Background: an optimization exercise with open tools, aiming at small area and a short achievable clock period. Do not read the settings as production practice.
Where RTL was checked, it was by simulation tests only, not by an equivalence proof against the original.
For runs 3 to 7, only the layout was checked, not whether the RTL still works.
In runs 1, 3 and 4 the design's own scripts or RTL, not TritonCTS, make the clock network.
The clock port is modelled as an ideal driver, which makes a skipped or thinned clock tree look cheaper than it is; a real chip needs a root buffer or a tree.
Power figures rest on the tool's default switching activity, not on a simulated workload.

--- flow/flow/run.sh ---
#!/bin/bash
# Standard ORFS layout, except that:
# - the clock tree is built by flow/cts_pre.tcl (hooked in through PRE_CTS_TCL)
#   instead of TritonCTS;
# - the port buffers are buf_2 cells (BUFFER_PORTS_ARGS).
# make's output goes to make.log here; ORFS's per-step logs stay under orfs/logs.
set -euo pipefail
here=$(pwd)
bash standard.sh "PRE_CTS_TCL=$here/flow/cts_pre.tcl" \
  "BUFFER_PORTS_ARGS=-buffer_cell sky130_fd_sc_hd__buf_2" \
  finish > make.log 2>&1
--- flow/flow/cts_pre.tcl ---
# Sourced by ORFS's cts.tcl before clock_tree_synthesis (PRE_CTS_TCL): builds
# a two-level clock tree by hand (the clock port drives 4 mid clock inverters,
# which drive 10 leaf clock inverters, each leaf driving about 26 flip-flops;
# two inversions, so the flip-flops see the port's clock), then turns the
# repair_clock_inverters and clock_tree_synthesis calls that follow into
# no-ops (repair_clock_inverters would clone the leaf inverters per flip-flop).
source [file join [file dirname [info script]] mycts.tcl]
mycts_run 4 10 sky130_fd_sc_hd__clkinv_16 sky130_fd_sc_hd__clkinv_16
set_propagated_clock [all_clocks]
proc repair_clock_inverters {args} {
  puts "repair_clock_inverters skipped: manual clock tree in place"
}
proc clock_tree_synthesis {args} {
  puts "clock_tree_synthesis skipped: manual clock tree in place"
}
--- flow/flow/mycts.tcl ---
proc mycts_centre {items} {
  set sx 0; set sy 0
  foreach s $items { set sx [expr {$sx + [lindex $s 1]}]; set sy [expr {$sy + [lindex $s 2]}] }
  set n [llength $items]
  return [list [expr {int($sx / $n)}] [expr {int($sy / $n)}]]
}
proc mycts_split {items ngroups {axis 0}} {
  # cut items into ngroups groups of near-equal size, alternating the cut axis
  if {$ngroups <= 1} { return [list $items] }
  set n1 [expr {$ngroups / 2}]
  set n2 [expr {$ngroups - $n1}]
  set idx [expr {$axis ? 2 : 1}]
  set s [lsort -real -index $idx $items]
  set h [expr {int(round([llength $s] * double($n1) / $ngroups))}]
  set next [expr {1 - $axis}]
  return [concat [mycts_split [lrange $s 0 [expr {$h - 1}]] $n1 $next] \
                 [mycts_split [lrange $s $h end] $n2 $next]]
}
proc mycts_buf {name cell xy innet} {
  set block [ord::get_db_block]
  set m [[ord::get_db] findMaster $cell]
  set b [odb::dbInst_create $block $m $name]
  set w [$m getWidth]
  $b setLocation [expr {[lindex $xy 0] - $w / 2}] [lindex $xy 1]
  $b setPlacementStatus PLACED
  set net [odb::dbNet_create $block net_$name]
  $net setSigType CLOCK
  [$b findITerm A] connect $innet
  set out [$b findITerm X]
  if {$out eq "NULL" || $out eq ""} { set out [$b findITerm Y] }
  $out connect $net
  return $net
}
proc mycts_run {nmid nleaf midcell leafcell} {
  set block [ord::get_db_block]
  set clknet [$block findNet clk]
  $clknet setSigType CLOCK
  set sinks {}
  foreach it [$clknet getITerms] {
    set bb [[$it getInst] getBBox]
    lappend sinks [list $it [expr {([$bb xMin] + [$bb xMax]) / 2.0}] [expr {([$bb yMin] + [$bb yMax]) / 2.0}]]
  }
  set leaves {}
  set i 0
  foreach g [mycts_split $sinks $nleaf] {
    set c [mycts_centre $g]
    lappend leaves [list $g [lindex $c 0] [lindex $c 1] $i]
    incr i
  }
  set j 0
  foreach mg [mycts_split $leaves $nmid] {
    set mnet [mycts_buf clkmid_$j $midcell [mycts_centre $mg] $clknet]
    foreach lf $mg {
      set lnet [mycts_buf clkleaf_[lindex $lf 3] $leafcell [lrange $lf 1 2] $mnet]
      foreach s [lindex $lf 0] {
        set it [lindex $s 0]
        $it disconnect
        $it connect $lnet
      }
    }
    incr j
  }
}
--- flow/standard.sh ---
#!/bin/bash
# synth_recipe.tcl (not shown) runs the flow's synth.tcl, then flattens the netlist and writes it again
# the make line also repeats each setting of config.mk as NAME=value (left out here)
make -C /OpenROAD-flow-scripts/flow DESIGN_CONFIG=/design/flow/config.mk WORK_HOME=/design/flow/orfs CLKGATE_MAP_FILE= SYNTH_SCRIPT=/design/flow/synth_recipe.tcl "${@:-finish}"
--- flow/config.mk ---
export PLATFORM = sky130hd
export DESIGN_NAME = PacketArbiter
export DESIGN_NICKNAME = PacketArbiter
export VERILOG_FILES = /design/flow/design.v
export SDC_FILE = /design/flow/constraint.sdc
export NUM_CORES = 4
export LEC_CHECK = 0
export CAP_MARGIN = 20
export CORE_MARGIN = 2
export CORE_UTILIZATION = 60
export SETUP_SLACK_MARGIN = 2.4
export SLEW_MARGIN = 20
--- flow/constraint.sdc ---
create_clock -name core_clock -period 4.0 [get_ports {clk}]
set_input_delay 0.8000 -clock core_clock [delete_from_list [all_inputs] [get_ports {clk}]]
set_output_delay 0.8000 -clock core_clock [all_outputs]
set_load 0.01 [all_outputs]
--- flow/design.v ---
module PacketArbiter #
 ( parameter WIDTH = 8,
   parameter DEPTH = 8,
   parameter DLOG2 = 3,
   parameter KLOG2 = 3)
 ( input   clk,
   input   reset,
   input  [WIDTH-1:0]  A_tdata,
   input   A_tvalid,
   input   A_tlast,
   output reg A_tready,
   input  [WIDTH-1:0]  B_tdata,
   input   B_tvalid,
   input   B_tlast,
   output reg B_tready,
   output reg [WIDTH-1:0]  K_tdata,
   output reg K_tvalid,
   output reg K_tlast,
   input   K_tready);
  function [2:0] inc3(input [2:0] v);
    inc3 = {v[2] ^ (v[1] & v[0]), v[1] ^ v[0], ~v[0]};
  endfunction
  reg [WIDTH-1:0] A_mem [0:DEPTH-1];
  reg [WIDTH-1:0] B_mem [0:DEPTH-1];
  reg [WIDTH-1:0] K_mem [0:DEPTH-1];
  reg [2:0] wa, wb, lenA, lenB, kw;
  reg [DEPTH-1:0] ra, rb, kr;    
  reg grant;
  reg [WIDTH-1:0] cdata;
  reg [DEPTH-1:0] kwe;
  wire endA = (lenA != 0) && (lenA == kw);
  wire endB = (lenB != 0) && (lenB == kw);
  wire endc = grant ? endB : endA;
  wire [DEPTH-1:0] krn = {kr[DEPTH-1:1], 1'b0};
  wire klast = grant ? krn[lenA] : krn[lenB];
  always @(posedge clk, posedge reset) begin
    if (reset) begin
      wa <= 0; wb <= 0; lenA <= 0; lenB <= 0;
      A_tready <= 1'b0; B_tready <= 1'b0;
    end else begin
      if (A_tvalid) begin
        A_tready <= ~A_tlast;
        wa <= A_tlast ? 3'd0 : inc3(wa);
        if (A_tlast) lenA <= wa;
      end
      if (B_tvalid) begin
        B_tready <= ~B_tlast;
        wb <= B_tlast ? 3'd0 : inc3(wb);
        if (B_tlast) lenB <= wb;
      end
    end
  end
  always @(posedge clk, posedge reset) begin
    if (reset) begin
      ra <= 1; rb <= 1; kw <= 0; grant <= 1'b0;
    end else begin
      if (grant) rb <= {rb[DEPTH-2:0], rb[DEPTH-1]};
      else       ra <= {ra[DEPTH-2:0], ra[DEPTH-1]};
      kw <= endc ? 3'd0 : inc3(kw);
      grant <= grant ^ endc;
    end
  end
  always @(posedge clk, posedge reset) begin
    if (reset) begin
      kr <= 1; K_tvalid <= 1'b0; K_tlast <= 1'b0;
    end else if (K_tready) begin
      K_tvalid <= 1'b1;
      K_tlast <= klast;
      kr <= klast ? {{(DEPTH-1){1'b0}}, 1'b1} : {kr[DEPTH-2:0], kr[DEPTH-1]};
    end
  end
  reg [WIDTH-1:0] crd, krd;
  integer i;
  always @* begin
    crd = {WIDTH{1'b0}};
    krd = {WIDTH{1'b0}};
    for (i = 0; i < DEPTH; i = i + 1) begin
      crd = crd | ({WIDTH{~grant & ra[i]}} & A_mem[i])
                | ({WIDTH{ grant & rb[i]}} & B_mem[i]);
      krd = krd | ({WIDTH{kr[i]}} & K_mem[i]);
    end
  end
  wire kbyp = |(kwe & kr);
  always @(posedge clk) begin
    if (A_tvalid && !reset) A_mem[wa] <= A_tdata;
    if (B_tvalid && !reset) B_mem[wb] <= B_tdata;
    cdata <= crd;
    for (i = 0; i < DEPTH; i = i + 1) begin
      kwe[i] <= !reset && kw == i;
      if (kwe[i]) K_mem[i] <= cdata;
    end
    if (K_tready) K_tdata <= kbyp ? cdata : krd;
  end
endmodule
==> out/results.tsv, run 1 <==
metric	value	unit
Total GRT Usage	24.5	%
Endpoint, Worst Hold	K_tvalid	
sequential cell area	7450	µm²
Slew @ Worst Pin	0.576	ns
Startpoint Class	flop	
vias in the first global route	5631	
synth unique cells	49	
peak supply drop	0.411	mV
Die W	131	µm
Detailed Routing Iterations Pass 1	5	
RSZ-0062 raised after global routing	yes	
total negative slack	0	ns
Initial DRC Count	511	
worst path cell trace	mux2i_4 -> mux2i_2 -> o22ai_4 -> a2bb2oi_4 -> mux2_4	
Pins Over Slew Limit	0	
Yosys warning count	2	
placed cell areas	10200	µm²
Fill cells	974	
first-pass GRT wire length	32.5	mm
final WL	21.1	mm
Vias	5502	
ratio of cells with drive above 1 in the final layout	29.2	%
final net count	690	
initial core utilization	61.4	%
Stages on worst setup path	5	
CP Max Fanout	4	
r2r endpoint	K_tlast	
die area	17200	µm²
path depth of the worst reg2reg path	5	
remaining antenna violation count after routing	0	
drc violations	0	
final worst setup slack	2.31	ns
Final period util	42.2	%
core box area	15800	µm²
Max transition margin	61.6	%
WP data arrival	1.75	ns
hold path cells	1	
IO Port Bufs	34	
CP Capture Type	flop	
Via density	6.30	
Final Critical Period	1.69	ns
most frequent cells in the layout	edfxtp_1 (200), a22oi_1 (52), buf_2 (32)	
Finished Cell Area	11500	µm²
final setup fails	0	
Clock Latency Late Sink	0.18	ns
hold wc startpoint	K_tvalid	
FP Rows	46	
Syn Inst Count	592	
Seq/Total Area, Yosys	76.5	%
Post-synth EDFFs	200	
largest net degree at the start of global routing	42	
Layout Area Growth over Synthesis	18.3	%
WL per Instance	24.1	µm
final antenna diode count	0	
Syn Area/Cell	16.4	µm²
WHS	0.460	ns
CTS clk-pin slew, worst paths	0.06	ns
Mapped Nets	623	
r2r setup slk	2.31	ns
Ports	35	
initial antenna violation count	0	
dpl cells	810	
Placer Congestion	0.841	
HP Class	flop to flop	
Post-synth ARST share	16.9	%
Top FF cell, synth	edfxtp_1	
Max stage delay on crit path	0.42	ns
Post-DP HPWL	12.9	mm
Final Hold Fails	0	
Layout Skew	0.0374	ns
WS Path Type	flop to flop	
P_leak	3.99	nW
synthesized cell area	9710	µm²
reg2reg start	grant	
CTS Hold Bufs	0	
area of the multi-input gates	2420	µm²
Pwr Density	578	nW/µm²
Fmax	0.592	GHz
gr ovfl total	0	
Max Cap Viol	0	
register bit count reported by yosys	260	
slowest stage cell on the critical path	dfrtp_2	
CP top delay family	multiplexers	
Post-Layout Cell Count	873	
commonest non-fill, non-tap cell in the layout	edfxtp_1	
outcome	timing/DRC/antenna clean	
Layout Utilization	72.6	%
Worst EP required	4.06	ns
worst slack, placed	1.61	ns
Die Span Y	131	µm
total power	6.64	mW
Worst Path Buf+Inv	0	
-- power breakdown --
part	total [mW]	internal (mW)	leakage, nW	switching (mW)
logic	1.56	0.799	1.31	0.761
clock network	1.25	0.285	0.160	0.969
registers	3.83	3.39	2.52	0.434
total	6.64	4.48	3.99	2.16
-- per-layer routing --
metal | up-vias | part of all wire, % | GRT usage (%)
met3 | 37 | 4.3 | 2.43
met1 | 2841 | 41 | 33.2
met4 | 0 | 3.0 | 7.37
met2 | 156 | 52 | 42.6
met5 | - | 0 | 0
li1 | 2468 | - | -
-- cell usage after synthesis (5+ instances only) --
| library cell | number | area, µm² |
|---|---|---|
| dfxtp_1 | 16 | 320 |
| nand2_1 | 19 | 71.3 |
| inv_1 | 14 | 52.6 |
| mux2_2 | 24 | 270 |
| edfxtp_1 | 200 | 6010 |
| a31oi_1 | 16 | 100 |
| a221oi_1 | 24 | 210 |
| nand2b_1 | 5 | 31.3 |
| o22ai_1 | 7 | 43.8 |
| a22o_1 | 24 | 210 |
| dfrtp_1 | 41 | 1030 |
| nand4_1 | 10 | 62.6 |
| nor2_1 | 27 | 101 |
| o21ai_0 | 5 | 25.0 |
| a21o_1 | 8 | 60.1 |
| nor2b_1 | 5 | 31.3 |
| a22oi_1 | 52 | 390 |
| ha_1 | 8 | 100 |
| clkbuf_1 | 31 | 116 |
-- registers in the layout, summed over array words and instances, names as in the netlist --
| signal | count |
|---|---|
| lenB | 3 |
| K_mem | 64 |
| rb | 8 |
| kwe | 8 |
| ra | 8 |
| K_tdata | 8 |
| K_tvalid | 1 |
| wa | 3 |
| wb | 3 |
| grant | 1 |
| A_mem | 64 |
| kw | 3 |
| cdata | 8 |
| K_tlast | 1 |
| B_mem | 64 |
| A_tready | 1 |
| kr | 8 |
| B_tready | 1 |
| lenA | 3 |
-- cell type report --
class | instances | area share [%]
sequential | 260 | 64.9
multi-input combinational | 282 | 21.1
timing repair buffer | 87 | 7.52
inverter | 28 | 4.15
tap | 216 | 2.35
-- timing repair --
item,CTS,global route
cloned,3,0
setup endpoints to repair,148,131
pin swaps,18,14
endpoints found under the hold margin,0,0
gates resized for setup,62,22
setup buffers,33,13
-- worst register-to-register path, delay by kind of cell (launching register included) --
kind	cells	cell delay, ns
compound gates	2	0.30
mux	3	0.86
flops	1	0.42
-- kinds of logic after synthesis --
| family | Yosys count | synth area share (%) |
|---|---|---|
| AOI/OAI and AO/OA | 154 | 12.3 |
| xor gates and xnor gates | 4 | 0.361 |
| adders and majority gates | 8 | 1.03 |
| muxes | 28 | 3.38 |
| DFF | 260 | 76.5 |
| buffers and inverters | 51 | 2.09 |
| and+or+nand+nor | 87 | 4.34 |
-- worst max path at each step --
stage                   from           to  slack, ns
finish                 grant      K_tlast       2.31
CTS                    reset  A_mem[6][5]       2.32
floorplan              reset  B_mem[1][0]       1.66
global placement    B_tvalid  B_mem[0][5]       1.70
detailed placement  B_tvalid  B_mem[0][3]       1.61
global route           grant      K_tlast       2.27
==> inputs of run 2 (changes only) <==
==> flow/flow/cts_pre.tcl (replaced) <==
# Sourced by ORFS's cts.tcl before clock_tree_synthesis (PRE_CTS_TCL): builds
# a two-level clock tree by hand (the clock port drives 4 mid clock inverters,
# which drive 10 leaf clock inverters, each leaf driving about 26 flip-flops;
# two inversions, so the flip-flops see the port's clock), then turns the
# clock_tree_synthesis call that follows into a no-op.
source [file join [file dirname [info script]] mycts.tcl]
mycts_run 4 10 sky130_fd_sc_hd__clkinv_16 sky130_fd_sc_hd__clkinv_16
set_propagated_clock [all_clocks]
proc clock_tree_synthesis {args} {
  puts "clock_tree_synthesis skipped: manual clock tree in place"
}
==> out/results.tsv, run 2 <==
metric	value	unit
Compound-Gate Fraction of Synth Area	12.3	%
Synth area leader	edfxtp_1	
Halt Stage	clock tree synthesis (4_1_cts)	
Seq/Total Area, Yosys	76.5	%
Post-synth ARST share	16.9	%
placed cell areas	10200	µm²
Yosys warning count	2	
FP Rows	46	
synth unique cells	49	
synth top area cells	edfxtp_1 (62%), dfrtp_1 (11%), a22oi_1 (4.0%), dfxtp_1 (3.3%), mux2_2 (2.8%)	
Post-DP HPWL	12.9	mm
worst slack, placed	1.61	ns
synthesized cell area	9710	µm²
area share of fa/ha/maj cells after synthesis	1.03	%
Ports	35	
outcome	aborted with a tool error	
register bit count reported by yosys	260	
Die Span Y	131	µm
initial core utilization	61.4	%
mux contribution to synthesized area	3.38	%
Mapped Nets	623	
Post-Synth Simple-Gate Area	4.34	%
Post-synth EDFFs	200	
IO Port Bufs	34	
Top FF cell, synth	edfxtp_1	
Yosys top cell area share	61.8	%
most frequent cell after synthesis	edfxtp_1	
Stop Error	[ERROR DPL-0038] Utilization greater than 100%, impossible to legalize	
Die W	131	µm
Syn Inst Count	592	
Syn Area/Cell	16.4	µm²
top post-synthesis cells by count	edfxtp_1 (200), a22oi_1 (52), dfrtp_1 (41), clkbuf_1 (31), nor2_1 (27)	
post-synthesis xor/xnor area fraction	0.361	%
combinational family with the most area after synthesis	compound AO/OA/AOI/OAI gates	
Placer Congestion	0.841	
-- run 2: cell counts after synthesis --
Identical to the previous run, type by type.
-- run 2: kinds of logic after synthesis --
family | Yosys count
AOI/OAI and AO/OA | 154
xor gates and xnor gates | 4
adders and majority gates | 8
buffers and inverters | 51
DFF | 260
muxes | 28
and+or+nand+nor | 87
-- run 2: worst max-delay path by stage --
| stage | slack, ns | to | from | cells after the start |
|---|---|---|---|---|
| floorplan | 1.66 | B_mem[1][0] | reset | 4 |
| global placement | 1.70 | B_mem[0][5] | B_tvalid | 3 |
| detailed placement | 1.61 | B_mem[0][3] | B_tvalid | 3 |
-- run 2: stage by stage --
| stage | hold WS, ns | cells |
|---|---|---|
| 2_1_floorplan | 0.477 | 592 |
| 3_5_place_dp | 0.451 | 810 |
| 3_3_place_gp | 0.446 | 810 |
-- run 2: power groups by stage --
stage	logic [mW]	registers, mW	clock network [mW]
after global placement	0.959	3.89	0
after floorplan	0.846	3.66	0
after detailed placement	0.986	3.92	0
==> inputs of run 3 (changes only) <==
--- a/flow/design.v
+++ b/flow/design.v
@@ -26,13 +26,17 @@
   reg [2:0] wa, wb, lenA, lenB, kw;
   reg [DEPTH-1:0] ra, rb, kr;    
   reg grant;
+  reg [2:0] lsel;    
   reg [WIDTH-1:0] cdata;
   reg [DEPTH-1:0] kwe;
   wire endA = (lenA != 0) && (lenA == kw);
   wire endB = (lenB != 0) && (lenB == kw);
   wire endc = grant ? endB : endA;
   wire [DEPTH-1:0] krn = {kr[DEPTH-1:1], 1'b0};
-  wire klast = grant ? krn[lenA] : krn[lenB];
+  wire klast = krn[lsel];
+  wire [2:0] lenA_n = (A_tvalid && A_tlast) ? wa : lenA;
+  wire [2:0] lenB_n = (B_tvalid && B_tlast) ? wb : lenB;
+  wire grant_n = grant ^ endc;
   always @(posedge clk, posedge reset) begin
     if (reset) begin
       wa <= 0; wb <= 0; lenA <= 0; lenB <= 0;
@@ -52,12 +56,13 @@
   end
   always @(posedge clk, posedge reset) begin
     if (reset) begin
-      ra <= 1; rb <= 1; kw <= 0; grant <= 1'b0;
+      ra <= 1; rb <= 1; kw <= 0; grant <= 1'b0; lsel <= 0;
     end else begin
+      lsel <= grant_n ? lenA_n : lenB_n;
       if (grant) rb <= {rb[DEPTH-2:0], rb[DEPTH-1]};
       else       ra <= {ra[DEPTH-2:0], ra[DEPTH-1]};
       kw <= endc ? 3'd0 : inc3(kw);
-      grant <= grant ^ endc;
+      grant <= grant_n;
     end
   end
   always @(posedge clk, posedge reset) begin
==> flow/flow/cts_pre.tcl (replaced) <==
# Sourced by ORFS's cts.tcl before clock_tree_synthesis (PRE_CTS_TCL): builds
# a two-level clock tree by hand (the clock port drives 4 mid clock inverters,
# which drive 10 leaf clock inverters, each leaf driving about 26 flip-flops;
# two inversions, so the flip-flops see the port's clock), then turns the
# repair_clock_inverters and clock_tree_synthesis calls that follow into
# no-ops (repair_clock_inverters would clone the leaf inverters per flip-flop).
source [file join [file dirname [info script]] mycts.tcl]
mycts_run 4 10 sky130_fd_sc_hd__clkinv_8 sky130_fd_sc_hd__clkinv_16
set_propagated_clock [all_clocks]
proc repair_clock_inverters {args} {
  puts "repair_clock_inverters skipped: manual clock tree in place"
}
proc clock_tree_synthesis {args} {
  puts "clock_tree_synthesis skipped: manual clock tree in place"
}
==> out/results.tsv, run 3 <==
metric	value	unit
synth unique cells	43	
Yosys warning count	2	
gr ovfl total	0	
Layout Area Growth over Synthesis	18.5	%
final worst setup slack	2.27	ns
Slew @ Worst Pin	0.697	ns
RSZ-0062 raised after global routing	yes	
core box area	15800	µm²
Ports	35	
Synth area leader	edfxtp_1	
IO Port Bufs	34	
Post-synth ARST share	17.9	%
remaining antenna violation count after routing	0	
die area	17200	µm²
Fill cells	985	
most frequent cell after synthesis	edfxtp_1	
initial antenna violation count	0	
final net count	680	
Seq/Total Area, Yosys	77.3	%
largest net degree at the start of global routing	36	
Yosys top cell area share	61.8	%
sequential share of power	57.2	%
largest registers	A_mem x64, B_mem x64, K_mem x64	
WP data arrival	1.66	ns
Mapped Nets	604	
drc violations	0	
clock share of power	18.2	%
Top FF cell, synth	edfxtp_1	
CTS Hold Bufs	0	
reg2reg start	kr[4]	
CP Capture Type	flop	
initial core utilization	61.4	%
final WL	21.8	mm
worst slack, placed	1.19	ns
Worst EP required	3.93	ns
Finished Cell Area	11500	µm²
top post-synthesis cells by count	edfxtp_1 (200), a22oi_1 (52), dfrtp_1 (44), clkbuf_1 (32), a22o_1 (31)	
Via density	6.37	
Total GRT Usage	25.8	%
WL per Instance	25.2	µm
Pwr Density	579	nW/µm²
Max transition margin	53.5	%
Post-synth EDFFs	200	
cell-internal power	4.52	mW
Final Critical Period	1.73	ns
Layout Utilization	72.7	%
total negative slack	0	ns
synth top area cells	edfxtp_1 (62%), dfrtp_1 (11%), a22oi_1 (4.0%), dfxtp_1 (3.3%), a22o_1 (2.8%)	
Placer Congestion	0.888	
CP Max Fanout	6	
dpl cells	790	
P_leak	4.02	nW
Pins Over Slew Limit	0	
Die Span Y	131	µm
Syn Area/Cell	17.0	µm²
Post-Layout Cell Count	863	
hold wc startpoint	K_tvalid	
Die W	131	µm
Detailed Routing Iterations Pass 1	5	
Final Hold Fails	0	
Layout Skew	0.0574	ns
first-pass GRT wire length	33.6	mm
Initial DRC Count	549	
most frequent cells in the layout	edfxtp_1 (200), a22oi_1 (48), buf_2 (32), buf_4 (32), a22o_1 (31)	
Vias	5501	
final setup fails	0	
Clock Latency Late Sink	0.22	ns
peak supply drop	0.386	mV
CTS clk-pin slew, worst paths	0.07	ns
Final period util	43.4	%
Startpoint Class	flop	
Syn Inst Count	573	
register bit count reported by yosys	263	
Sw Pwr	2.15	mW
total power	6.67	mW
worst setup path startpoint	kr[4]	
outcome	timing/DRC/antenna clean	
Fmax	0.577	GHz
placed cell areas	10300	µm²
final antenna diode count	0	
WHS	0.486	ns
Post-DP HPWL	13.8	mm
WS Path Type	flop to flop	
FP Rows	46	
switching power share of the total	32.2	%
Max Cap Viol	0	
commonest non-fill, non-tap cell in the layout	edfxtp_1	
synthesized cell area	9710	µm²
ratio of cells with drive above 1 in the final layout	32.8	%
Gate power share	24.5	%
vias in the first global route	5508	
HP Class	flop to flop	
==> run 3: cell types whose count changed after synthesis, sizes merged, moves of 3 or more <==
cell and delta:
dfrtp +3, o22ai -5, nor2 -5, a22o +7, a21oi -3, nand2 -8
buf -3, nor3 +3
==> run 3: what timing repair did <==
action                                  in CTS  in global routing
cloned                                       1                  1
resized for setup                           42                 28
pin swaps                                   16                 14
buffers inserted                            46                 11
endpoints found under the hold margin        0                  0
endpoints found under the setup margin     174                126
==> run 3: logic make-up (layout without fill, tap and decap cells) <==
kind of cell               Yosys count  in the layout  share of synthesized area, %
buffers and inverters               49            123                          1.98
muxes                               30             30                          3.66
xor gates and xnor gates             5              5                         0.451
AOI/OAI and AO/OA                  146            146                          11.9
and+or+nand+nor                     72             72                          3.74
DFF                                263            263                          77.3
adders and majority gates            8              8                          1.03
==> run 3: path summary, 6_finish.rpt <==
check                             end  slack (ns)  cells past startpoint
setup / recovery           K_tdata[3]        2.27                      5
hold / removal               K_tvalid        0.49                      1
setup reg to reg           K_tdata[3]        2.27                      5
hold reg to reg              K_tvalid        0.49                      1
max in group asynchronous       ra[0]        2.51                      5
min in group asynchronous       wb[0]        0.71                      4
==> run 3: power by group through the flow <==
stage | sequential (mW) | combinational (mW) | clock [mW]
floorplan | 3.72 | 0.849 | 0
global placement | 3.98 | 0.963 | 0
detailed placement | 4.00 | 0.990 | 0
CTS | 3.81 | 1.46 | 1.24
global route | 3.87 | 1.78 | 1.35
finish | 3.82 | 1.64 | 1.22
==> run 3: per-layer routing <==
layer	up-vias	share of wire, %	global-route usage, %
li1	2410	-	-
met1	2847	41	37.0
met3	38	5.8	2.55
met2	206	51	44.3
met4	0	2.4	4.59
met5	-	0	0
==> run 3: area by class of cell <==
type / instances / area [µm²] / share of cell area, %
well taps: 216 / 270 / 2.35
repair inverters: 1 / 7.51 / 0.0652
flip-flops and latches: 263 / 7540 / 65.5
repair buffers: 94 / 912 / 7.92
inverters: 28 / 425 / 3.70
multi-input cells: 261 / 2360 / 20.5
==> run 3: worst max-delay path, stage by stage, from the launching register on <==
cell and delay (ns):
dfrtp_2 0.49, buf_6 0.15, a22oi_2 0.15, nand4_1 0.24, buf_6 0.22, a21o_1 0.18
==> inputs of run 4 (changes only) <==
--- a/flow/design.v
+++ b/flow/design.v
@@ -20,11 +20,16 @@
   function [2:0] inc3(input [2:0] v);
     inc3 = {v[2] ^ (v[1] & v[0]), v[1] ^ v[0], ~v[0]};
   endfunction
+  function [7:0] jdec(input [3:0] j);
+    jdec = { j[3] & ~j[2], j[2] & ~j[1], j[1] & ~j[0], j[3] &  j[0],
+             j[2] & ~j[3], j[1] & ~j[2], j[0] & ~j[1], ~j[3] & ~j[0]};
+  endfunction
   reg [WIDTH-1:0] A_mem [0:DEPTH-1];
   reg [WIDTH-1:0] B_mem [0:DEPTH-1];
   reg [WIDTH-1:0] K_mem [0:DEPTH-1];
   reg [2:0] wa, wb, lenA, lenB, kw;
-  reg [DEPTH-1:0] ra, rb, kr;    
+  reg [3:0] ra, rb;              
+  reg [DEPTH-1:0] kr;            
   reg grant;
   reg [2:0] lsel;    
   reg [WIDTH-1:0] cdata;
@@ -56,11 +61,11 @@
   end
   always @(posedge clk, posedge reset) begin
     if (reset) begin
-      ra <= 1; rb <= 1; kw <= 0; grant <= 1'b0; lsel <= 0;
+      ra <= 0; rb <= 0; kw <= 0; grant <= 1'b0; lsel <= 0;
     end else begin
       lsel <= grant_n ? lenA_n : lenB_n;
-      if (grant) rb <= {rb[DEPTH-2:0], rb[DEPTH-1]};
-      else       ra <= {ra[DEPTH-2:0], ra[DEPTH-1]};
+      if (grant) rb <= {rb[2:0], ~rb[3]};
+      else       ra <= {ra[2:0], ~ra[3]};
       kw <= endc ? 3'd0 : inc3(kw);
       grant <= grant_n;
     end
@@ -74,14 +79,16 @@
       kr <= klast ? {{(DEPTH-1){1'b0}}, 1'b1} : {kr[DEPTH-2:0], kr[DEPTH-1]};
     end
   end
+  wire [DEPTH-1:0] sa = jdec(ra);
+  wire [DEPTH-1:0] sb = jdec(rb);
   reg [WIDTH-1:0] crd, krd;
   integer i;
   always @* begin
     crd = {WIDTH{1'b0}};
     krd = {WIDTH{1'b0}};
     for (i = 0; i < DEPTH; i = i + 1) begin
-      crd = crd | ({WIDTH{~grant & ra[i]}} & A_mem[i])
-                | ({WIDTH{ grant & rb[i]}} & B_mem[i]);
+      crd = crd | ({WIDTH{~grant & sa[i]}} & A_mem[i])
+                | ({WIDTH{ grant & sb[i]}} & B_mem[i]);
       krd = krd | ({WIDTH{kr[i]}} & K_mem[i]);
     end
   end
--- a/flow/flow/cts_pre.tcl
+++ b/flow/flow/cts_pre.tcl
@@ -5,7 +5,7 @@
 # repair_clock_inverters and clock_tree_synthesis calls that follow into
 # no-ops (repair_clock_inverters would clone the leaf inverters per flip-flop).
 source [file join [file dirname [info script]] mycts.tcl]
-mycts_run 4 10 sky130_fd_sc_hd__clkinv_8 sky130_fd_sc_hd__clkinv_16
+mycts_run 4 10 sky130_fd_sc_hd__clkinv_16 sky130_fd_sc_hd__clkinv_16
 set_propagated_clock [all_clocks]
 proc repair_clock_inverters {args} {
   puts "repair_clock_inverters skipped: manual clock tree in place"
==> out/results.tsv, run 4 <==
metric	value	unit
WS Path Type	flop to flop	
worst path cell trace	buf_4 -> buf_4 -> buf_6 -> buf_16 -> a32o_2 -> nor4_4 -> a31oi_2	
Detailed Routing Iterations Pass 1	5	
Max transition margin	64.8	%
slowest stage cell on the critical path	dfrtp_1	
Total GRT Usage	27.9	%
FP Rows	46	
Pins Over Slew Limit	0	
HP Class	flop to flop	
path depth of the worst reg2reg path	7	
CP Max Fanout	10	
IO Port Bufs	34	
final net count	751	
top post-synthesis cells by count	edfxtp_1 (200), a22oi_1 (46), dfrtp_1 (38), clkbuf_1 (28), nand2_1 (26)	
outcome	timing/DRC/antenna clean	
Startpoint Class	flop	
Initial DRC Count	560	
Final Critical Period	1.77	ns
Stages on worst setup path	7	
initial core utilization	60.8	%
Critical Path End	cdata[4]	
first-pass GRT wire length	35.0	mm
core box area	15800	µm²
Post-DP HPWL	13.9	mm
Vias	5944	
Final Hold Fails	0	
Fmax	0.564	GHz
Layout Area Growth over Synthesis	26.5	%
WP data arrival	1.81	ns
Layout Skew	0.0433	ns
peak supply drop	0.526	mV
Via density	6.36	
Max Cap Viol	0	
largest net degree at the start of global routing	39	
Post-synth EDFFs	200	
total negative slack	0	ns
RSZ-0062 raised after global routing	yes	
most frequent cell after synthesis	edfxtp_1	
Placer Congestion	0.850	
final WL	23.6	mm
most frequent cells in the layout	edfxtp_1 (200), buf_4 (55), a22oi_1 (39)	
Worst EP required	4.04	ns
WHS	0.472	ns
WL per Instance	25.2	µm
Die W	130	µm
final setup fails	0	
dpl cells	826	
die area	17000	µm²
CTS Hold Bufs	0	
worst setup path startpoint	ra[3]	
Syn Area/Cell	15.8	µm²
Clock Latency Late Sink	0.18	ns
drc violations	0	
r2r endpoint	cdata[4]	
Layout Utilization	76.8	%
final antenna diode count	0	
CTS clk-pin slew, worst paths	0.07	ns
largest registers	A_mem x64, B_mem x64, K_mem x64	
synthesized cell area	9580	µm²
commonest non-fill, non-tap cell in the layout	edfxtp_1	
Top FF cell, synth	edfxtp_1	
remaining antenna violation count after routing	0	
Synth area leader	edfxtp_1	
r2r setup slk	2.23	ns
CP top delay family	buffers and inverters	
synth unique cells	49	
Worst Path Buf+Inv	4	
Yosys warning count	2	
register bit count reported by yosys	255	
Ports	35	
synth top area cells	edfxtp_1 (63%), dfrtp_1 (9.9%), a22oi_1 (3.6%), dfxtp_1 (3.3%), a221oi_1 (2.1%)	
total power	8.00	mW
Syn Inst Count	607	
Seq/Total Area, Yosys	76.2	%
most frequent cell on the critical path	buf_4	
Pwr Density	660	nW/µm²
gr ovfl total	0	
initial antenna violation count	0	
vias in the first global route	5830	
ratio of cells with drive above 1 in the final layout	36.4	%
Die Span Y	130	µm
Slew @ Worst Pin	0.529	ns
Final period util	44.3	%
Max stage delay on crit path	0.41	ns
Post-Layout Cell Count	934	
P_leak	4.23	nW
CP Capture Type	flop	
reg2reg start	ra[3]	
Mapped Nets	638	
Post-synth ARST share	15.3	%
Yosys top cell area share	62.7	%
## run 4: changes by cell type after synthesis, sizes merged, moves of 9 or more
cell / previous run / this run
o21ai: 5 / 25
a22o: 31 / 20
inv: 13 / 22
a21oi: 1 / 10
nand2: 11 / 26
mux2: 25 / 5
## run 4: timing repair
| item | CTS | global route |
|---|---|---|
| pin swaps | 27 | 23 |
| setup buffers | 77 | 16 |
| endpoints found under the setup margin | 160 | 158 |
| gates resized for setup | 81 | 46 |
| cloned | 1 | 0 |
## run 4: logic make-up after synthesis
kind of cell	after synthesis	share of synthesized area [%]
buf+inv	59	2.44
simple gates	91	4.62
flops	255	76.2
compound gates	176	13.7
mux	13	1.55
fa+ha+maj	8	1.04
xor+xnor	5	0.457
## run 4: area by class of cell
cell class	instances	area, µm²
multi-input cells	293	2620
flip-flops and latches	255	7340
inverters	39	541
fillers	934	3650
repair buffers	131	1350
well taps	216	270
## run 4: per-layer routing
metal / vias to the layer above / part of all wire (%) / GRT usage (%) / wire [µm]
li1: 2622 / - / - / -
met1: 3047 / 42 / 41.6 / 9870
met2: 239 / 51 / 46.7 / 11900
met3: 36 / 5.6 / 2.93 / 1310
met4: 0 / 1.9 / 4.26 / 443
met5: - / 0 / 0 / 0
## run 4: how the worst min path moves through the flow
stage	depth (start not counted)	slack, ns	from	endpoint
after floorplan	2	0.46	B_mem[1][6]	cdata[6]
after global placement	1	0.45	K_tvalid	K_tvalid
after detailed placement	1	0.45	K_tvalid	K_tvalid
after CTS	1	0.47	K_tvalid	K_tvalid
after global routing	1	0.50	K_tvalid	K_tvalid
final	1	0.47	K_tvalid	K_tvalid
## run 4: stage by stage
stage / area [µm²] / setup WS (ns)
floorplan: 9960 / 1.84
detailed placement: 10200 / 1.59
CTS: 11800 / 2.28
global route: 12100 / 2.21
global placement: 10200 / 1.64
finish: 12100 / 2.23
## run 4: power by group
part / switching (mW) / internal [mW] / leakage [nW]
combinational: 1.53 / 1.34 / 1.67
clock: 0.976 / 0.287 / 0.160
sequential: 0.461 / 3.40 / 2.40
==> inputs of run 5 (changes only) <==
==> flow/design.v (replaced) <==
module PacketArbiter #
 ( parameter WIDTH = 8,
   parameter DEPTH = 8,
   parameter DLOG2 = 3,
   parameter KLOG2 = 3)
 ( input   clk,
   input   reset,
   input  [WIDTH-1:0]  A_tdata,
   input   A_tvalid,
   input   A_tlast,
   output reg A_tready,
   input  [WIDTH-1:0]  B_tdata,
   input   B_tvalid,
   input   B_tlast,
   output reg B_tready,
   output reg [WIDTH-1:0]  K_tdata,
   output reg K_tvalid,
   output reg K_tlast,
   input   K_tready);
  reg [WIDTH-1:0] A_mem [0:DEPTH-1];
  reg [WIDTH-1:0] B_mem [0:DEPTH-1];
  reg [WIDTH-1:0] K_mem [0:DEPTH-1];
  reg [DLOG2-1:0] wa, wb, lenA, lenB, ra, rb;
  reg [KLOG2-1:0] kw, kr;
  reg grant;
  reg [WIDTH-1:0] cdata;
  reg [KLOG2-1:0] kwd;
  reg             kwv;
  wire endA = (lenA != 0) && (lenA == kw);
  wire endB = (lenB != 0) && (lenB == kw);
  wire endc = grant ? endB : endA;
  wire klast = grant ? ((lenA != 0) && (lenA == kr))
                     : ((lenB != 0) && (lenB == kr));
  always @(posedge clk, posedge reset) begin
    if (reset) begin
      wa <= 0; wb <= 0; lenA <= 0; lenB <= 0;
      A_tready <= 1'b0; B_tready <= 1'b0;
    end else begin
      if (A_tvalid) begin
        A_tready <= ~A_tlast;
        wa <= A_tlast ? {DLOG2{1'b0}} : wa + 1'b1;
        if (A_tlast) lenA <= wa;
      end
      if (B_tvalid) begin
        B_tready <= ~B_tlast;
        wb <= B_tlast ? {DLOG2{1'b0}} : wb + 1'b1;
        if (B_tlast) lenB <= wb;
      end
    end
  end
  always @(posedge clk, posedge reset) begin
    if (reset) begin
      ra <= 0; rb <= 0; kw <= 0; grant <= 1'b0;
    end else begin
      if (grant) rb <= rb + 1'b1;
      else       ra <= ra + 1'b1;
      kw <= endc ? {KLOG2{1'b0}} : kw + 1'b1;
      grant <= grant ^ endc;
    end
  end
  always @(posedge clk, posedge reset) begin
    if (reset) begin
      kr <= 0; K_tvalid <= 1'b0; K_tlast <= 1'b0;
    end else if (K_tready) begin
      K_tvalid <= 1'b1;
      K_tlast <= klast;
      kr <= klast ? {KLOG2{1'b0}} : kr + 1'b1;
    end
  end
  always @(posedge clk) begin
    if (A_tvalid && !reset) A_mem[wa] <= A_tdata;
    if (B_tvalid && !reset) B_mem[wb] <= B_tdata;
    cdata <= grant ? B_mem[rb] : A_mem[ra];
    kwd <= kw;
    kwv <= ~reset;
    if (kwv) K_mem[kwd] <= cdata;
    if (K_tready) K_tdata <= (kwv && kwd == kr) ? cdata : K_mem[kr];
  end
endmodule
==> flow/run.sh (new file) <==
#!/bin/bash
# synth_recipe.tcl (not shown) runs the flow's synth.tcl, then flattens the netlist and writes it again
# the make line also repeats each setting of config.mk as NAME=value (left out here)
make -C /OpenROAD-flow-scripts/flow DESIGN_CONFIG=/design/flow/config.mk WORK_HOME=/design/flow/orfs CLKGATE_MAP_FILE= SYNTH_SCRIPT=/design/flow/synth_recipe.tcl finish
--- a/flow/config.mk
+++ b/flow/config.mk
@@ -5,8 +5,9 @@
 export SDC_FILE = /design/flow/constraint.sdc
 export NUM_CORES = 4
 export LEC_CHECK = 0
+export ABC_CLOCK_PERIOD_IN_PS = 1200
 export CAP_MARGIN = 20
 export CORE_MARGIN = 2
-export CORE_UTILIZATION = 60
-export SETUP_SLACK_MARGIN = 2.4
+export CORE_UTILIZATION = 40
+export SETUP_SLACK_MARGIN = 2.5
 export SLEW_MARGIN = 20
removed: flow/flow/run.sh
removed: flow/flow/cts_pre.tcl
removed: flow/flow/mycts.tcl
removed: flow/standard.sh
==> out/results.tsv, run 5 <==
metric	value	unit
vias in the first global route	4999	
HP Class	flop to flop	
final net count	633	
RSZ-0062 raised after global routing	yes	
Max transition margin	48.6	%
Placer Congestion	0.758	
Post-synth ARST share	12.0	%
gr ovfl total	0	
CP Capture Type	output pin	
initial antenna violation count	0	
Post-Layout Cell Count	941	
worst path cell trace	buf_2	
top post-synthesis cells by count	edfxtp_1 (200), mux4_2 (31), dfrtp_1 (29), nor2_1 (29), nand2_1 (22)	
htree depth	1	
CTS tree	yes	
Layout Area Growth over Synthesis	25.2	%
Initial DRC Count	258	
final WL	19.2	mm
P_leak	4.07	nW
hold path cells	0	
IO Port Bufs	34	
Worst Path Buf+Inv	1	
Clock Latency Late Sink	0.51	ns
WS Path Type	flop to output pin	
top sig layer	met4	
ratio of cells with drive above 1 in the final layout	39.4	%
Total GRT Usage	16.0	%
Startpoint Class	flop	
Vias	4822	
Clk Tree Root Cell	clkbuf_16	
total power	8.50	mW
core box area	23400	µm²
Ports	35	
slowest stage cell on the critical path	dfrtp_1	
Layout Utilization	51.0	%
Max stage delay on crit path	0.38	ns
register bit count reported by yosys	241	
total negative slack	0	ns
WL per Instance	20.4	µm
most frequent cells in the layout	edfxtp_1 (200), mux4_2 (46), buf_4 (38)	
Top FF cell, synth	edfxtp_1	
Final period util	45.8	%
Mapped Nets	538	
Final Critical Period	1.83	ns
Post-synth EDFFs	200	
CP top delay family	flip-flops	
synth top area cells	edfxtp_1 (63%), dfrtp_1 (7.6%), mux4_2 (7.3%), mux4_1 (4.7%), dfxtp_1 (2.5%)	
Die W	158	µm
Post-Route M1 WL	8.28	mm
first-pass GRT wire length	29.8	mm
drc violations	0	
Via density	5.12	
met3 wire length	1.00	mm
die area	25100	µm²
Detailed Routing Iterations Pass 1	4	
CP Max Fanout	2	
Max Cap Viol	0	
Pwr Density	712	nW/µm²
Pins Over Slew Limit	0	
Worst EP required	3.20	ns
Layout Skew	0.00824	ns
final setup fails	0	
Synth area leader	edfxtp_1	
Seq/Total Area, Yosys	73.1	%
Yosys top cell area share	63.0	%
routed wl met2	9.53	mm
remaining antenna violation count after routing	0	
FP Rows	56	
Die Span Y	158	µm
Syn Area/Cell	18.7	µm²
Stages on worst setup path	1	
Final Hold Fails	0	
synthesized cell area	9530	µm²
initial core utilization	40.7	%
peak supply drop	0.326	mV
outcome	timing/DRC/antenna clean	
final antenna diode count	0	
path depth of the worst reg2reg path	5	
clock sink total	241	
largest registers	A_mem x64, B_mem x64, K_mem x64	
Clock Path Buffers	3	
Syn Inst Count	509	
Fmax	0.546	GHz
largest net degree at the start of global routing	20	
Slew @ Worst Pin	0.772	ns
Yosys warning count	1	
WP data arrival	1.03	ns
most frequent cell after synthesis	edfxtp_1	
Post-DP HPWL	11.9	mm
dpl cells	842	
commonest non-fill, non-tap cell in the layout	edfxtp_1	
CTS clk-pin slew, worst paths	0.06	ns
CTS buffer count	24	
synth unique cells	44	
run 5: through the flow:
stage          setup WS (ns)  cell area [µm²]  hold slack, ns
4_1_cts                 2.14            11800           0.497
5_1_grt                 2.12            11900           0.520
2_1_floorplan           1.83             9720           0.427
3_5_place_dp           0.984            10200           0.457
6_report                2.17            11900           0.491
3_3_place_gp            1.07            10200           0.450
run 5: final cells by class:
class	instances	area, µm²
Timing Repair Buffer	95	995
Inverter	14	63.8
Fill cell	1908	11500
Tap cell	319	399
Clock buffer	31	678
Multi-Input combinational cell	228	2680
Sequential cell	241	7000
Clock inverter	13	119
run 5: path summary, 6_finish.rpt:
path | slack (ns) | to | start
hold reg to reg | 0.49 | kwd[1] | kw[1]
min in group asynchronous | 0.62 | B_tready | reset
setup reg to reg | 2.25 | cdata[4] | ra[0]
setup / recovery | 2.17 | B_tready | B_tready
hold / removal | 0.49 | kwd[1] | kw[1]
max in group asynchronous | 3.11 | rb[0] | reset
run 5: what timing repair did:
| action | 4_1_cts | 5_1_grt |
|---|---|---|
| setup endpoints to repair | 247 | 125 |
| buffers inserted | 45 | 5 |
| hold buffers | 0 | 0 |
| cloned | 5 | 0 |
| pin swaps | 22 | 18 |
| resized for setup | 134 | 29 |
run 5: routing by layer:
layer / global-route usage (%) / vias up
met1: 21.9 / 2472
met3: 2.40 / 29
met2: 27.1 / 130
li1: - / 2191
met4: 4.50 / 0
met5: 0 / -
run 5: kinds of logic after synthesis:
family          Yosys count  share of synthesized area, %
flops                   241                          73.1
simple gates             85                          4.21
mux                      72                          14.6
compound gates           49                          3.16
buf+inv                  40                          2.65
xor+xnor                 16                          1.47
fa+ha+maj                 6                         0.787
run 5: power breakdown:
part	switching, mW	leakage [nW]	internal, mW	total (mW)
registers	0.498	2.26	3.23	3.72
clock network	0.904	0.388	1.32	2.23
logic	1.10	1.43	1.45	2.55
==> inputs of run 6 (changes only) <==
--- a/flow/design.v
+++ b/flow/design.v
@@ -67,13 +67,33 @@
       kr <= klast ? {KLOG2{1'b0}} : kr + 1'b1;
     end
   end
+  wire [DEPTH-1:0] sa, sb, sk;
+  genvar j;
+  generate
+    for (j = 0; j < DEPTH; j = j + 1) begin : g_sel
+      assign sa[j] = ~grant & (ra == j);
+      assign sb[j] =  grant & (rb == j);
+      assign sk[j] = (kr == j);
+    end
+  endgenerate
+  reg [WIDTH-1:0] crd, krd;
+  integer i;
+  always @* begin
+    crd = {WIDTH{1'b0}};
+    krd = {WIDTH{1'b0}};
+    for (i = 0; i < DEPTH; i = i + 1) begin
+      crd = crd | ({WIDTH{sa[i]}} & A_mem[i]) | ({WIDTH{sb[i]}} & B_mem[i]);
+      krd = krd | ({WIDTH{sk[i]}} & K_mem[i]);
+    end
+  end
+  wire kbyp = kwv & (kwd == kr);
   always @(posedge clk) begin
     if (A_tvalid && !reset) A_mem[wa] <= A_tdata;
     if (B_tvalid && !reset) B_mem[wb] <= B_tdata;
-    cdata <= grant ? B_mem[rb] : A_mem[ra];
+    cdata <= crd;
     kwd <= kw;
     kwv <= ~reset;
     if (kwv) K_mem[kwd] <= cdata;
-    if (K_tready) K_tdata <= (kwv && kwd == kr) ? cdata : K_mem[kr];
+    if (K_tready) K_tdata <= kbyp ? cdata : krd;
   end
 endmodule
==> out/results.tsv, run 6 <==
metric	value	unit
outcome	timing/DRC/antenna clean	
r2r setup slk	2.16	ns
placed cell areas	10600	µm²
CP Max Fanout	2	
synth unique cells	59	
first-pass GRT wire length	34.1	mm
RSZ-0062 raised after global routing	yes	
Yosys top cell area share	62.6	%
Post-synth ARST share	12.0	%
Top FF cell, synth	edfxtp_1	
final WL	22.2	mm
most frequent cell after synthesis	edfxtp_1	
final net count	748	
met3 Use GR	3.24	%
Post-DP HPWL	14.3	mm
Synth area leader	edfxtp_1	
Yosys warning count	1	
initial core utilization	40.7	%
CP top delay family	flip-flops	
met2 global-route usage	29.0	%
FP Rows	56	
Startpoint Class	flop	
initial antenna violation count	1	
Layout Skew	0.0221	ns
synthesized cell area	9590	µm²
WS Path Type	flop to output pin	
busiest grt layer	met2	
Total GRT Usage	17.4	%
Syn Inst Count	627	
Post-synth EDFFs	200	
drc violations	0	
CTS buffer count	25	
largest net degree at the start of global routing	27	
Fmax	0.534	GHz
Max transition margin	63.0	%
synth top area cells	edfxtp_1 (63%), dfrtp_1 (7.6%), ha_1 (2.7%), dfxtp_1 (2.5%), nor2_1 (1.5%)	
htree depth	1	
core box area	23500	µm²
Via density	5.46	
IO Port Bufs	34	
Mapped Nets	671	
Initial DRC Count	490	
largest registers	A_mem x64, B_mem x64, K_mem x64	
final setup fails	0	
Finished Cell Area	12200	µm²
register bit count reported by yosys	241	
total power	8.58	mW
peak supply drop	0.361	mV
Placer Congestion	0.904	
total negative slack	0	ns
reg2reg start	ra[1]	
remaining antenna violation count after routing	0	
Worst Path Buf+Inv	1	
Detailed Routing Iterations Pass 1	5	
most frequent cells in the layout	edfxtp_1 (200), buf_4 (34), nand2_1 (27)	
Die Span Y	159	µm
Pwr Density	703	nW/µm²
Syn Area/Cell	15.3	µm²
ratio of cells with drive above 1 in the final layout	31.0	%
met1 Usage GRT	23.3	%
vias in the first global route	5728	
Max Cap Viol	0	
commonest non-fill, non-tap cell in the layout	edfxtp_1	
WP data arrival	1.07	ns
WL per Instance	21.3	µm
clock sink total	241	
Worst EP required	3.20	ns
Layout Area Growth over Synthesis	27.2	%
Ports	35	
top post-synthesis cells by count	edfxtp_1 (200), nor2_1 (39), nand2_1 (32), dfrtp_1 (29)	
Max stage delay on crit path	0.41	ns
Vias	5689	
Final Hold Fails	0	
CTS Hold Bufs	0	
HP Class	primary input to async pin	
Slew @ Worst Pin	0.554	ns
Final period util	46.8	%
Die W	159	µm
Seq/Total Area, Yosys	72.7	%
gr ovfl total	0	
final antenna diode count	0	
CTS tree	yes	
Clock Latency Late Sink	0.53	ns
Final Critical Period	1.87	ns
CTS clk-pin slew, worst paths	0.06	ns
path depth of the worst reg2reg path	6	
Clk Tree Root Cell	clkbuf_16	
Clock Path Buffers	3	
CP Capture Type	output pin	
r2r endpoint	cdata[4]	
worst path cell trace	buf_2	
P_leak	4.06	nW
die area	25200	µm²
slowest stage cell on the critical path	dfrtp_1	
Fill cells	1935	
Pins Over Slew Limit	0	
==> run 6: changes by cell type after synthesis, sizes merged, moves of 10 or more <==
cell,before,now
a22oi,0,16
a221oi,0,14
mux4,48,0
a222oi,0,10
o21ai,11,22
ha,6,21
a41oi,0,11
buf,15,26
nand3,5,19
nand2,22,32
nor2,29,39
==> run 6: worst max path at each step <==
stage / from / to / slack [ns] / depth (start not counted)
global route: B_tready / B_tready / 2.09 / 1
detailed placement: reset / B_mem[4][5] / 1.13 / 4
global placement: reset / B_mem[4][1] / 1.23 / 4
floorplan: reset / B_mem[4][0] / 1.94 / 3
finish: B_tready / B_tready / 2.13 / 1
CTS: B_tready / B_tready / 2.12 / 1
==> run 6: logic make-up after synthesis <==
family	Yosys count	synth area share, %
flip-flops	241	72.7
buffers and inverters	55	2.82
XOR/XNOR	13	1.27
adder cells (fa/ha/maj)	21	2.74
multiplexers	24	2.70
AND/OR/NAND/NOR	134	6.63
AO/OA/AOI/OAI	139	11.2
==> run 6: layout make-up <==
type / count / area (µm²) / share of cell area (%)
clock inverters: 8 / 71.3 / 0.584
clock buffers: 38 / 704 / 5.77
inverters: 20 / 92.6 / 0.759
flip-flops and latches: 241 / 6990 / 57.3
repair buffers: 85 / 832 / 6.82
multi-input cells: 331 / 3120 / 25.5
well taps: 319 / 399 / 3.27
==> run 6: routing by layer <==
metal,wire length [µm],vias up
li1,-,2626
met1,9670,2850
met2,10800,172
met3,1190,39
met4,510,2
met5,12,-
==> run 6: per-stage QoR <==
stage | std cells | hold slack [ns] | worst slack, ns | utilization (%)
after detailed placement | 950 | 0.459 | 1.13 | 44.9
after global routing | 1042 | 0.409 | 2.09 | 51.8
final | 1042 | 0.398 | 2.13 | 51.8
after global placement | 950 | 0.453 | 1.23 | 44.9
after CTS | 1032 | 0.468 | 2.12 | 50.8
after floorplan | 627 | 0.411 | 1.94 | -
==> run 6: report_power, final <==
part           total, mW  switching [mW]  internal, mW  leakage (nW)
clock               2.19           0.911          1.28         0.381
sequential          3.60           0.373          3.22          2.26
combinational       2.80            1.55          1.25          1.42
total               8.58            2.83          5.75          4.06
==> run 6: timing repair <==
action / CTS / global route
gates resized for setup: 126 / 33
pin swaps: 32 / 25
endpoints found under the setup margin: 259 / 108
gates cloned: 1 / 0
setup buffers: 35 / 10
==> inputs of run 7 (changes only) <==
==> flow/flow/run.sh (new file) <==
#!/bin/bash
# Standard ORFS layout with a shallower clock tree: larger sink clusters and
# no dummy clock loads. Tool output goes to make.log here; ORFS's per-step
# logs stay under orfs/logs.
set -euo pipefail
bash standard.sh \
  "CTS_ARGS=-sink_clustering_enable -repair_clock_nets -dont_use_dummy_load -sink_clustering_size 30 -sink_clustering_max_diameter 80" \
  finish > make.log 2>&1
==> flow/standard.sh (new file) <==
#!/bin/bash
# synth_recipe.tcl (not shown) runs the flow's synth.tcl, then flattens the netlist and writes it again
# the make line also repeats each setting of config.mk as NAME=value (left out here)
make -C /OpenROAD-flow-scripts/flow DESIGN_CONFIG=/design/flow/config.mk WORK_HOME=/design/flow/orfs CLKGATE_MAP_FILE= SYNTH_SCRIPT=/design/flow/synth_recipe.tcl "${@:-finish}"
--- a/flow/config.mk
+++ b/flow/config.mk
@@ -8,6 +8,6 @@
 export ABC_CLOCK_PERIOD_IN_PS = 1200
 export CAP_MARGIN = 20
 export CORE_MARGIN = 2
-export CORE_UTILIZATION = 40
+export CORE_UTILIZATION = 60
 export SETUP_SLACK_MARGIN = 2.5
 export SLEW_MARGIN = 20
removed: flow/run.sh
==> out/results.tsv, run 7 <==
metric	value	unit
die area	17000	µm²
IO Port Bufs	34	
CP top delay family	flip-flops	
commonest non-fill, non-tap cell in the layout	edfxtp_1	
worst setup path startpoint	B_tready	
Stages on worst setup path	1	
Total GRT Usage	25.9	%
total negative slack	0	ns
Layout Skew	0.0436	ns
htree depth	1	
vias in the first global route	5616	
Max transition margin	56.0	%
final setup fails	0	
Clock Path Buffers	3	
Final Critical Period	1.83	ns
register bit count reported by yosys	241	
Max Cap Viol	0	
P_leak	3.84	nW
gr ovfl total	0	
Layout Area Growth over Synthesis	21.2	%
Top FF cell, synth	edfxtp_1	
synthesized cell area	9590	µm²
synth unique cells	59	
drc violations	0	
largest registers	A_mem x64, B_mem x64, K_mem x64	
most frequent cells in the layout	edfxtp_1 (200), buf_4 (45), nand2_1 (27)	
FP Rows	46	
Pwr Density	665	nW/µm²
CTS tree	yes	
Yosys warning count	1	
first-pass GRT wire length	32.4	mm
met3 Use GR	2.97	%
Detailed Routing Iterations Pass 1	6	
Mapped Nets	671	
WP data arrival	1.03	ns
top post-synthesis cells by count	edfxtp_1 (200), nor2_1 (39), nand2_1 (32), dfrtp_1 (29)	
Fill cells	1000	
largest net degree at the start of global routing	41	
synth top area cells	edfxtp_1 (63%), dfrtp_1 (7.6%), ha_1 (2.7%), dfxtp_1 (2.5%), nor2_1 (1.5%)	
Seq/Total Area, Yosys	72.7	%
Die W	130	µm
Yosys top cell area share	62.6	%
outcome	timing/DRC/antenna clean	
Slew @ Worst Pin	0.661	ns
CP Capture Type	output pin	
Max stage delay on crit path	0.41	ns
Final Hold Fails	0	
remaining antenna violation count after routing	0	
CP Max Fanout	2	
CTS Hold Bufs	0	
Startpoint Class	flop	
clock sink total	241	
final antenna diode count	0	
path depth of the worst reg2reg path	5	
met2 global-route usage	45.6	%
Clock Latency Late Sink	0.48	ns
Post-synth EDFFs	200	
initial core utilization	60.8	%
Vias	5790	
Post-DP HPWL	14.2	mm
ratio of cells with drive above 1 in the final layout	30.2	%
HP Class	primary input to async pin	
placed cell areas	10400	µm²
worst path cell trace	buf_2	
WS Path Type	flop to output pin	
slowest stage cell on the critical path	dfrtp_1	
met1 Usage GRT	33.7	%
Via density	6.35	
r2r endpoint	cdata[3]	
Critical Path End	B_tready	
Post-synth ARST share	12.0	%
initial antenna violation count	0	
Final period util	45.7	%
Synth area leader	edfxtp_1	
Finished Cell Area	11600	µm²
core box area	15800	µm²
reg2reg start	ra[1]	
Syn Area/Cell	15.3	µm²
WL per Instance	24.0	µm
Pins Over Slew Limit	0	
RSZ-0062 raised after global routing	yes	
most frequent cell after synthesis	edfxtp_1	
final worst setup slack	2.17	ns
Fmax	0.547	GHz
busiest grt layer	met2	
CTS clk-pin slew, worst paths	0.11	ns
Worst Path Buf+Inv	1	
Ports	35	
Placer Congestion	0.869	
Initial DRC Count	871	
r2r setup slk	2.20	ns
worst slack, placed	1.17	ns
peak supply drop	0.485	mV
Die Span Y	130	µm
Clk Tree Root Cell	clkbuf_16	
Worst EP required	3.20	ns
final net count	742	
final WL	21.9	mm
CTS buffer count	12	
Syn Inst Count	627	
run 7: changes by cell type in the layout (fill, tap and decap cells not counted), sizes merged:
cell and change:
bufbuf -1, clkinv -7, bufinv -1, clkbuf -25
nand4 +1, buf +6
run 7: cell type report:
cell class                 count  area [µm²]  share of cell area (%)
tap                          216         270                    2.32
sequential                   241        6990                    60.2
timing repair buffer          91         828                    7.13
inverter                      20        91.3                   0.786
clock buffer                  12         300                    2.58
multi-input combinational    332        3140                    27.0
run 7: report_power, final:
| group | switching [mW] | internal, mW |
|---|---|---|
| sequential | 0.382 | 3.22 |
| clock | 0.701 | 0.543 |
| combinational | 1.61 | 1.28 |
run 7: cells by family after synthesis:
family	Yosys count	synth area share [%]
buffers and inverters	55	2.82
XOR/XNOR	13	1.27
flip-flops	241	72.7
adder cells (fa/ha/maj)	21	2.74
AND/OR/NAND/NOR	134	6.63
multiplexers	24	2.70
AO/OA/AOI/OAI	139	11.2
run 7: through the flow:
stage          power, mW  cells  utilization (%)  hold slack, ns
2_1_floorplan       5.19    627                -           0.411
3_3_place_gp        5.70    846             66.2           0.448
3_5_place_dp        5.78    846             66.2           0.451
4_1_cts             7.59    899             72.7           0.373
5_1_grt             8.04    912             73.7           0.338
6_report            7.73    912             73.7           0.328
run 7: worst min-delay path by stage:
stage / depth (start not counted) / slack (ns) / to / startpoint
after global routing: 3 / 0.34 / B_tready / reset
final: 3 / 0.33 / B_tready / reset
after detailed placement: 1 / 0.45 / K_tvalid / K_tvalid
after floorplan: 0 / 0.41 / kwd[1] / kw[1]
after CTS: 3 / 0.37 / B_tready / reset
after global placement: 1 / 0.45 / K_tvalid / K_tvalid
run 7: repair_timing:
action,4_1_cts,5_1_grt
setup buffers,40,13
gates resized for setup,138,22
endpoints found under the setup margin,248,152
gates cloned,1,0
pin swaps,32,21
endpoints found under the hold margin,0,0
run 7: per-layer routing:
layer	wire [µm]	share of wire, %
met5	0	0
met4	867	4.0
met3	1240	5.7
met1	8630	39
met2	11200	51
run 7: worst register-to-register path, stage by stage (launching register included):
cell	delay, ns
dfrtp_2	0.44
inv_2	0.08
ha_4	0.19
a222oi_1	0.62
a221oi_2	0.15
a211o_1	0.25

-- re-timing with driven ports --
No port has a modelled driver above. Below, the same layouts with a new extraction and two added sets of constraints.
Step 1: set_driving_cell puts a clkbuf_16 on clk and a buf_2 on each other input, an assumption about the parent block.
Step 2, shift: input delay + t, output delay - t, t = (earliest + latest rising clock arrival at the registers) / 2. This alone moves slack from input paths to output paths.
Three values: ideal, step 1, step 2; two values: the first two.
| run | t, ns | setup slack, ns | clock arrival spread, ns | slew at the worst register clock pin (ns) | cell pins on the clock port's net |
|---|---|---|---|---|---|
| run 1 | 0.371 | 2.311 / 2.274 / 2.116 | 0.041 / 0.047 | 0.07 / 0.07 | 4 |
| run 3 | 0.343 | 2.266 / 2.266 / 2.037 | 0.059 / 0.058 | 0.07 / 0.07 | 4 |
| run 4 | 0.380 | 2.226 / 2.226 / 2.029 | 0.044 / 0.053 | 0.07 / 0.07 | 4 |
| run 5 | 0.553 | 2.168 / 2.122 / 1.984 | 0.009 / 0.010 | 0.06 / 0.06 | 1 |
| run 6 | 0.562 | 2.129 / 2.080 / 1.997 | 0.023 / 0.024 | 0.06 / 0.06 | 1 |
| run 7 | 0.497 | 2.171 / 2.128 / 2.053 | 0.047 / 0.047 | 0.11 / 0.11 | 1 |
After both steps every run listed still meets setup and hold. The setup slack of run 3, which loses most, moves by 0.000 ns with the drivers and by -0.229 ns with both steps.
